Source: an optimization exercise on an open RTL-to-GDS flow (aim: small area, a short achievable clock period and few clock cycles). Production flows keep margins and buffers that such runs may drop.
At most, simulation tests tie the RTL to the original design; equivalence was not proved.
Power figures rest on the tool's default switching activity, not on a simulated workload.

==> flow/design.v <==
module cla16 (
  input  [15:0] a,
  input  [15:0] b,
  input         ci,
  output [15:0] s,
  output        co);
  wire [15:0] g0 = a & b;
  wire [15:0] p0 = a ^ b;
  wire [15:0] g1, p1, g2, p2, g3, p3, g4, p4;
  genvar i;
  generate for (i = 0; i < 16; i = i + 1) begin : pfx
    if (i % 2 == 1) begin : l1
      assign g1[i] = g0[i] | (p0[i] & g0[i - 1]);
      assign p1[i] = p0[i] & p0[i - 1];
    end else begin : l1n
      assign g1[i] = g0[i]; assign p1[i] = p0[i];
    end
    if (i % 4 >= 2) begin : l2
      assign g2[i] = g1[i] | (p1[i] & g1[(i / 4) * 4 + 1]);
      assign p2[i] = p1[i] & p1[(i / 4) * 4 + 1];
    end else begin : l2n
      assign g2[i] = g1[i]; assign p2[i] = p1[i];
    end
    if (i % 8 >= 4) begin : l3
      assign g3[i] = g2[i] | (p2[i] & g2[(i / 8) * 8 + 3]);
      assign p3[i] = p2[i] & p2[(i / 8) * 8 + 3];
    end else begin : l3n
      assign g3[i] = g2[i]; assign p3[i] = p2[i];
    end
    if (i >= 8) begin : l4
      assign g4[i] = g3[i] | (p3[i] & g3[7]);
      assign p4[i] = p3[i] & p3[7];
    end else begin : l4n
      assign g4[i] = g3[i]; assign p4[i] = p3[i];
    end
  end endgenerate
  wire [16:0] c = {g4 | (p4 & {16{ci}}), ci};
  assign s  = p0 ^ c[15:0];
  assign co = c[16];
endmodule
module proc (
  input         clk,
  input         rst,
  output [15:0] imem_addr,
  input  [15:0] imem_rdata,
  input         imem_ready,
  output [15:0] dmem_addr,
  output [15:0] dmem_wdata,
  output        dmem_rd,
  output        dmem_wr,
  input  [15:0] dmem_rdata,
  input         dmem_ready,
  output        halt);
  localparam [15:0] NOP = 16'h0800;
  reg [4:0] op;            
  reg [1:0] fn;            
  reg [7:0] imm;           
  reg [2:0] wsel;          
  reg [15:0] pc2;          
  reg [15:0] rs, rt;       
  reg [15:0] s;            
  reg sco;                 
  reg e_redir;             
  reg e_ld, e_st, e_halt;
  reg [15:0] r0, r1, r2, r3, r4, r5, r6, r7;
  wire op_jal   = (op == 5'b00110);
  wire op_jalr  = (op == 5'b00111);
  wire op_addi  = (op == 5'b01000);
  wire op_subi  = (op == 5'b01001);
  wire op_xori  = (op == 5'b01010);
  wire op_andni = (op == 5'b01011);
  wire op_slbi  = (op == 5'b10010);
  wire op_stu   = (op == 5'b10011);
  wire op_shi   = (op[4:2] == 3'b101);
  wire op_lbi   = (op == 5'b11000);
  wire op_btr   = (op == 5'b11001);
  wire op_shr   = (op == 5'b11010);
  wire op_ar    = (op == 5'b11011);
  wire op_set   = (op[4:2] == 3'b111);
  wire [15:0] y = (op_ar | op_shr | op_set) ? rt : {11'b0, imm[4:0]};
  wire [3:0] cnt  = y[3:0];
  wire [1:0] sk   = op_shr ? fn : op[1:0];         
  wire [3:0] lamt = sk[1] ? (4'd0 - cnt) : cnt;
  wire [31:0] dbl = {rs, rs} << lamt;
  wire [15:0] rot = dbl[31:16];
  wire [15:0] mask_l = 16'hffff << cnt;
  wire [15:0] mask_r = 16'hffff >> cnt;
  wire [15:0] smask = ~sk[0] ? 16'hffff : sk[1] ? mask_r : mask_l;
  wire [15:0] shres = rot & smask;
  wire [15:0] xr = rs ^ y;
  wire eq  = ~|xr;
  wire ovf = (rt[15] ^ rs[15]) & (s[15] ^ rt[15]);
  wire ge  = ~(s[15] ^ ovf);                       
  reg setbit;
  always @* begin
    case (op[1:0])
      2'b00: setbit = eq;
      2'b01: setbit = ge & ~eq;                    
      2'b10: setbit = ge;                          
      default: setbit = sco;                       
    endcase
  end
  wire [15:0] btr;
  genvar g;
  generate for (g = 0; g < 16; g = g + 1) begin : rev
    assign btr[g] = rs[15 - g];
  end endgenerate
  wire arith = op_addi | op_subi | (op_ar & ~fn[1]) | op_stu;
  wire lxor  = op_xori | (op_ar & fn == 2'b10);
  wire landn = op_andni | (op_ar & fn == 2'b11);
  wire shf   = op_shi | op_shr;
  wire link  = op_jal | op_jalr;
  wire [15:0] res =
      ({16{arith}}   & s)
    | ({16{lxor}}    & xr)
    | ({16{landn}}   & (rs & ~y))
    | ({16{shf}}     & shres)
    | ({16{op_set}}  & {15'b0, setbit})
    | ({16{op_btr}}  & btr)
    | ({16{op_lbi}}  & {{8{imm[7]}}, imm})
    | ({16{op_slbi}} & {rs[7:0], imm})
    | ({16{link}}    & pc2)
    | ({16{e_ld}}    & dmem_rdata);
  assign dmem_addr  = {s[15:1], 1'b0};
  assign dmem_wdata = rt;
  assign dmem_rd    = e_ld & ~s[0];
  assign dmem_wr    = e_st & ~s[0];
  wire stop = e_halt | ((e_ld | e_st) & s[0]);
  wire hold = stop | ((dmem_rd | dmem_wr) & ~dmem_ready);
  assign halt = stop;
  wire wr = arith | lxor | landn | shf | op_set | op_btr | op_lbi | op_slbi | link | e_ld;
  wire we = wr & ~hold;
  always @(posedge clk) begin
    if (we && wsel == 3'd0) r0 <= res;
    if (we && wsel == 3'd1) r1 <= res;
    if (we && wsel == 3'd2) r2 <= res;
    if (we && wsel == 3'd3) r3 <= res;
    if (we && wsel == 3'd4) r4 <= res;
    if (we && wsel == 3'd5) r5 <= res;
    if (we && wsel == 3'd6) r6 <= res;
    if (we && wsel == 3'd7) r7 <= res;
  end
  wire [15:0] nxt = e_redir ? s : pc2;
  wire [15:0] nxt2 = nxt + 16'd2;
  assign imem_addr = {nxt[15:1], 1'b0};
  wire [15:0] fi = imem_rdata;
  wire [4:0] fo = fi[15:11];
  wire [4:0] fop = imem_ready ? fo : NOP[15:11];
  function [15:0] rsel;
    input [2:0] sl;
    input [15:0] a0, a1, a2, a3, a4, a5, a6, a7;
    case (sl)
      3'd0: rsel = a0; 3'd1: rsel = a1; 3'd2: rsel = a2; 3'd3: rsel = a3;
      3'd4: rsel = a4; 3'd5: rsel = a5; 3'd6: rsel = a6; default: rsel = a7;
    endcase
  endfunction
  wire [15:0] rfa = rsel(imem_rdata[10:8], r0, r1, r2, r3, r4, r5, r6, r7);
  wire [15:0] rfb = rsel(imem_rdata[7:5],  r0, r1, r2, r3, r4, r5, r6, r7);
  wire [15:0] rsb = (wr && wsel == imem_rdata[10:8]) ? res : rfa;
  wire [15:0] rtb = (wr && wsel == imem_rdata[7:5])  ? res : rfb;
  wire f_j     = (fo == 5'b00100) | (fo == 5'b00110);           
  wire f_jr    = (fo == 5'b00101) | (fo == 5'b00111);           
  wire f_br    = (fo[4:2] == 3'b011);
  wire f_pcrel = f_br | f_j;
  wire f_rfmt  = (fo == 5'b11011) | (fo == 5'b11010) | (fo[4:2] == 3'b111);
  wire f_inv   = (fo == 5'b01001) | (fo == 5'b11011 && fi[1:0] == 2'b01)
               | (fo == 5'b11101) | (fo == 5'b11110);
  wire f_imm8  = f_br | f_jr;                                     
  wire [15:0] f_imm = f_j    ? {{5{fi[10]}}, fi[10:0]}
                    : f_imm8 ? {{8{fi[7]}}, fi[7:0]}
                    : {{11{fi[4]}}, fi[4:0]};
  wire [2:0] f_wsel = (fo == 5'b00110 || fo == 5'b00111) ? 3'd7               
                    : (fo == 5'b11000 || fo == 5'b10010 || fo == 5'b10011) ? fi[10:8]   
                    : (fo[4:3] == 2'b11) ? fi[4:2]                              
                    : fi[7:5];
  wire f_cond  = fo[1] ? (rsb[15] ^ fo[0]) : ((rsb == 16'b0) ^ fo[0]);
  wire [15:0] fx = f_pcrel ? nxt2 : (rsb ^ {16{f_inv}});
  wire [15:0] fy = f_rfmt ? rtb : f_imm;
  wire [16:0] fsum;
  cla16 add (.a(fx), .b(fy), .ci(f_inv), .s(fsum[15:0]), .co(fsum[16]));
  always @(posedge clk) begin
    if (!hold) begin
      rs  <= rsb;
      rt  <= rtb;
      s   <= fsum[15:0];
      sco <= fsum[16];
      fn  <= fi[1:0];
      imm <= fi[7:0];
    end
    if (rst) begin
      op  <= NOP[15:11];
      pc2 <= 16'h0000;
      {e_redir, e_ld, e_st, e_halt} <= 4'b0;
    end else if (!hold) begin
      op      <= fop;
      wsel    <= f_wsel;
      pc2     <= imem_ready ? nxt2 : nxt;
      e_redir <= imem_ready & (f_j | f_jr | (f_br & f_cond));
      e_ld    <= (fop == 5'b10001);
      e_st    <= (fop == 5'b10000) | (fop == 5'b10011);
      e_halt  <= (fop == 5'b00000);
    end
  end
endmodule
clock: 10.0 ns
lec_check: 0
abc_area: 1
cap_margin: 20
core_margin: 2
core_utilization: 60
setup_slack_margin: 5
slew_margin: 20
standard.sh (not shown) runs the stock make flow with config.mk's settings and CLKGATE_MAP_FILE= SYNTH_SCRIPT=/design/flow/synth_recipe.tcl, a recipe that flattens the netlist after the stock synthesis.
==> flow/flow/run.sh <==
#!/bin/bash
# The standard layout, with two changes: ports are buffered with buf_1 cells
# (instead of the clkdlybuf4s50_1 that buffer_ports picks by default), and
# the resizer may change a cell's footprint when it sizes cells up or down.
set -euo pipefail
bash standard.sh MATCH_CELL_FOOTPRINT=0 "BUFFER_PORTS_ARGS=-buffer_cell sky130_fd_sc_hd__buf_1" finish > flow_make.log 2>&1
Rerun with:
SETUP_SLACK_MARGIN = 4   (was 5)
Outcome: Sequential power barely changes. Cell area drops by about 9%. Clock skew climbs by 0.019 ns. Utilization drops by 6.7 points. Worst hold slack gets worse by 0.026 ns. Critical path depth climbs by 3.
Rerun with:
ABC_AREA = 0   (was 1)
Final cell count went down by 16%.
Non-clock buffer count stays the same.
Fmax shrinks by 1.5%.
Total power goes up by 0.87%.
First-iteration DRC count goes down by 22%.
Count of clock-buffer cells in the layout came out lower by 3.
Wire length went down by 5.4%.
No run of this note included a check of the RTL's function; only the layout flow was run.


## job 5433
proc, a different RTL version from the one above (not shown whole).
Size in the first run: about 1700 cells after synthesis, ~87 I/O pins.
clock: 10.0 ns
lec_check: 0
abc_area: 1
cap_margin: 20
core_margin: 2
core_utilization: 60
setup_slack_margin: 3
slew_margin: 20
Scripts as last shown in full above: flow/flow/run.sh
Testbench counts of job 5433, summed over its fixed seeds: cycles 20,438.
[inputs] job 5468 vs job 5433
==> flow/run.sh (new file) <==
#!/bin/bash
# synth_recipe.tcl (not shown) runs the flow's synth.tcl, then flattens the netlist and writes it again
# the make line also repeats each setting of config.mk as NAME=value (left out here)
make -C /OpenROAD-flow-scripts/flow DESIGN_CONFIG=/design/flow/config.mk WORK_HOME=/design/flow/orfs CLKGATE_MAP_FILE= SYNTH_SCRIPT=/design/flow/synth_recipe.tcl finish
removed: flow/flow/run.sh
removed: flow/standard.sh
Findings:
Side by side, final-layout non-clock buffer area share turned out higher in job 5468 than in job 5433.
In the reports for job 5433 and job 5468, the larger met2 usage in global routing belongs to job 5468.
There was hardly any difference in total instance count after detailed placement between job 5468 and job 5433.
Job 5468: largest fanout of any net on the critical path lower than job 5433
Cmp job 5468 vs job 5433: power per cell area lower in job 5468
Job 5468 vs job 5433 — total power climbed slightly
Job 5433 and job 5468 ended up with nearly the same hold slack.
Total routing resource utilization after global routing: job 5468 vs job 5433 — no meaningful difference
Comparing job 5433 and job 5468, the higher part of the cycle the worst path needs is on job 5468.
Of the two candidates, job 5433 has the better headroom to the max-slew limit and job 5468 the worse one.
Edits applied to the flow inputs when going from job 5468 to job 2105:
==> flow/flow/run.sh (new file) <==
#!/bin/bash
# The standard layout, with two changes: ports are buffered with buf_1 cells
# (instead of the clkdlybuf4s50_1 that buffer_ports picks by default), and
# the resizer may change a cell's footprint when it sizes cells up or down.
set -euo pipefail
bash standard.sh MATCH_CELL_FOOTPRINT=0 "BUFFER_PORTS_ARGS=-buffer_cell sky130_fd_sc_hd__buf_1" finish > flow_make.log 2>&1
==> flow/standard.sh (new file) <==
#!/bin/bash
# synth_recipe.tcl (not shown) runs the flow's synth.tcl, then flattens the netlist and writes it again
# the make line also repeats each setting of config.mk as NAME=value (left out here)
make -C /OpenROAD-flow-scripts/flow DESIGN_CONFIG=/design/flow/config.mk WORK_HOME=/design/flow/orfs CLKGATE_MAP_FILE= SYNTH_SCRIPT=/design/flow/synth_recipe.tcl "${@:-finish}"
diff --git a/flow/config.mk b/flow/config.mk
--- a/flow/config.mk
+++ b/flow/config.mk
@@ -10,4 +10,4 @@
 export CORE_MARGIN = 2
 export CORE_UTILIZATION = 60
-export SETUP_SLACK_MARGIN = 3
+export SETUP_SLACK_MARGIN = 5
 export SLEW_MARGIN = 20
removed: flow/run.sh
Count of buffers added by post-CTS timing repair for setup (lower): job 5468
Combinational fraction of design power: job 2105 and job 5468 compared, higher one is job 2105
Compared with job 5468, job 2105 shows a share of layout cells above drive strength 1 that is 16 points higher.
Summary of job 2105 over job 5468: overall power consumption has increased, fmax went up 17%.
Input-level comparison between job 7874 and job 2105:
diff --git a/flow/config.mk b/flow/config.mk
--- a/flow/config.mk
+++ b/flow/config.mk
@@ -12,2 +12,3 @@
 export SETUP_SLACK_MARGIN = 5
 export SLEW_MARGIN = 20
+export TNS_END_PERCENT = 0
### Flow results
On count of clock-net buffers in the final layout, job 7874 and job 2105 are basically level.
On number of multi-input combinational cells, job 7874 tracks job 2105 almost exactly.
Job 7874 ends up with a met3 routed wirelength that is about 20% lower than in job 2105.
Lower wire length the detailed router placed on met1 among job 7874 and job 2105: job 7874

## afterwards: timing with drivers on the ports
The flow's constraints put no driver on any port. The routed layouts listed below were extracted and timed again, unchanged, in two steps. Step 1: set_driving_cell puts a clkbuf_16 on clk and a buf_2 on each other input, an assumption about the parent block. Step 2 adds t to the input delays and takes it off the output delays; t is the mean of the earliest and latest rising clock arrival at the registers after step 1. Input paths then give back, and output paths get back, about the clock's delay inside the block. a / b / c = ideal ports / drivers / drivers and shift; a / b = the first two.
run | t (ns) | slack for setup (ns) | hold slack, ns | worst setup path after step 2 | worst register clock-pin slew, ns
the first run of note 1 | 0.573 | 4.886 / 4.844 / 4.271 | 0.505 / 0.505 / 0.505 | input to register | 0.07 / 0.07
the second run of note 1 | 0.585 | 4.277 / 4.271 / 3.686 | 0.479 / 0.479 / 0.479 | input to register | 0.07 / 0.07
the third run of note 1 | 0.601 | 4.188 / 4.223 / 3.623 | 0.482 / 0.482 / 0.482 | input to register | 0.07 / 0.07
job 5433 | 0.500 | 3.535 / 3.488 / 3.988 | 0.483 / 0.483 / 0.483 | register to output | 0.10 / 0.10
job 5468 | 0.493 | 3.504 / 3.453 / 3.946 | 0.482 / 0.482 / 0.482 | register to output | 0.09 / 0.09
job 2105 | 0.500 | 4.436 / 4.387 / 4.732 | 0.483 / 0.483 / 0.483 | register to register | 0.10 / 0.10
job 7874 | 0.500 | 4.438 / 4.388 / 4.447 | 0.482 / 0.482 / 0.482 | register to register | 0.10 / 0.10
After both steps every run listed still meets setup and hold. The setup slack of the first run of note 1, which loses most, moves by -0.042 ns with the drivers and by -0.615 ns with both steps.
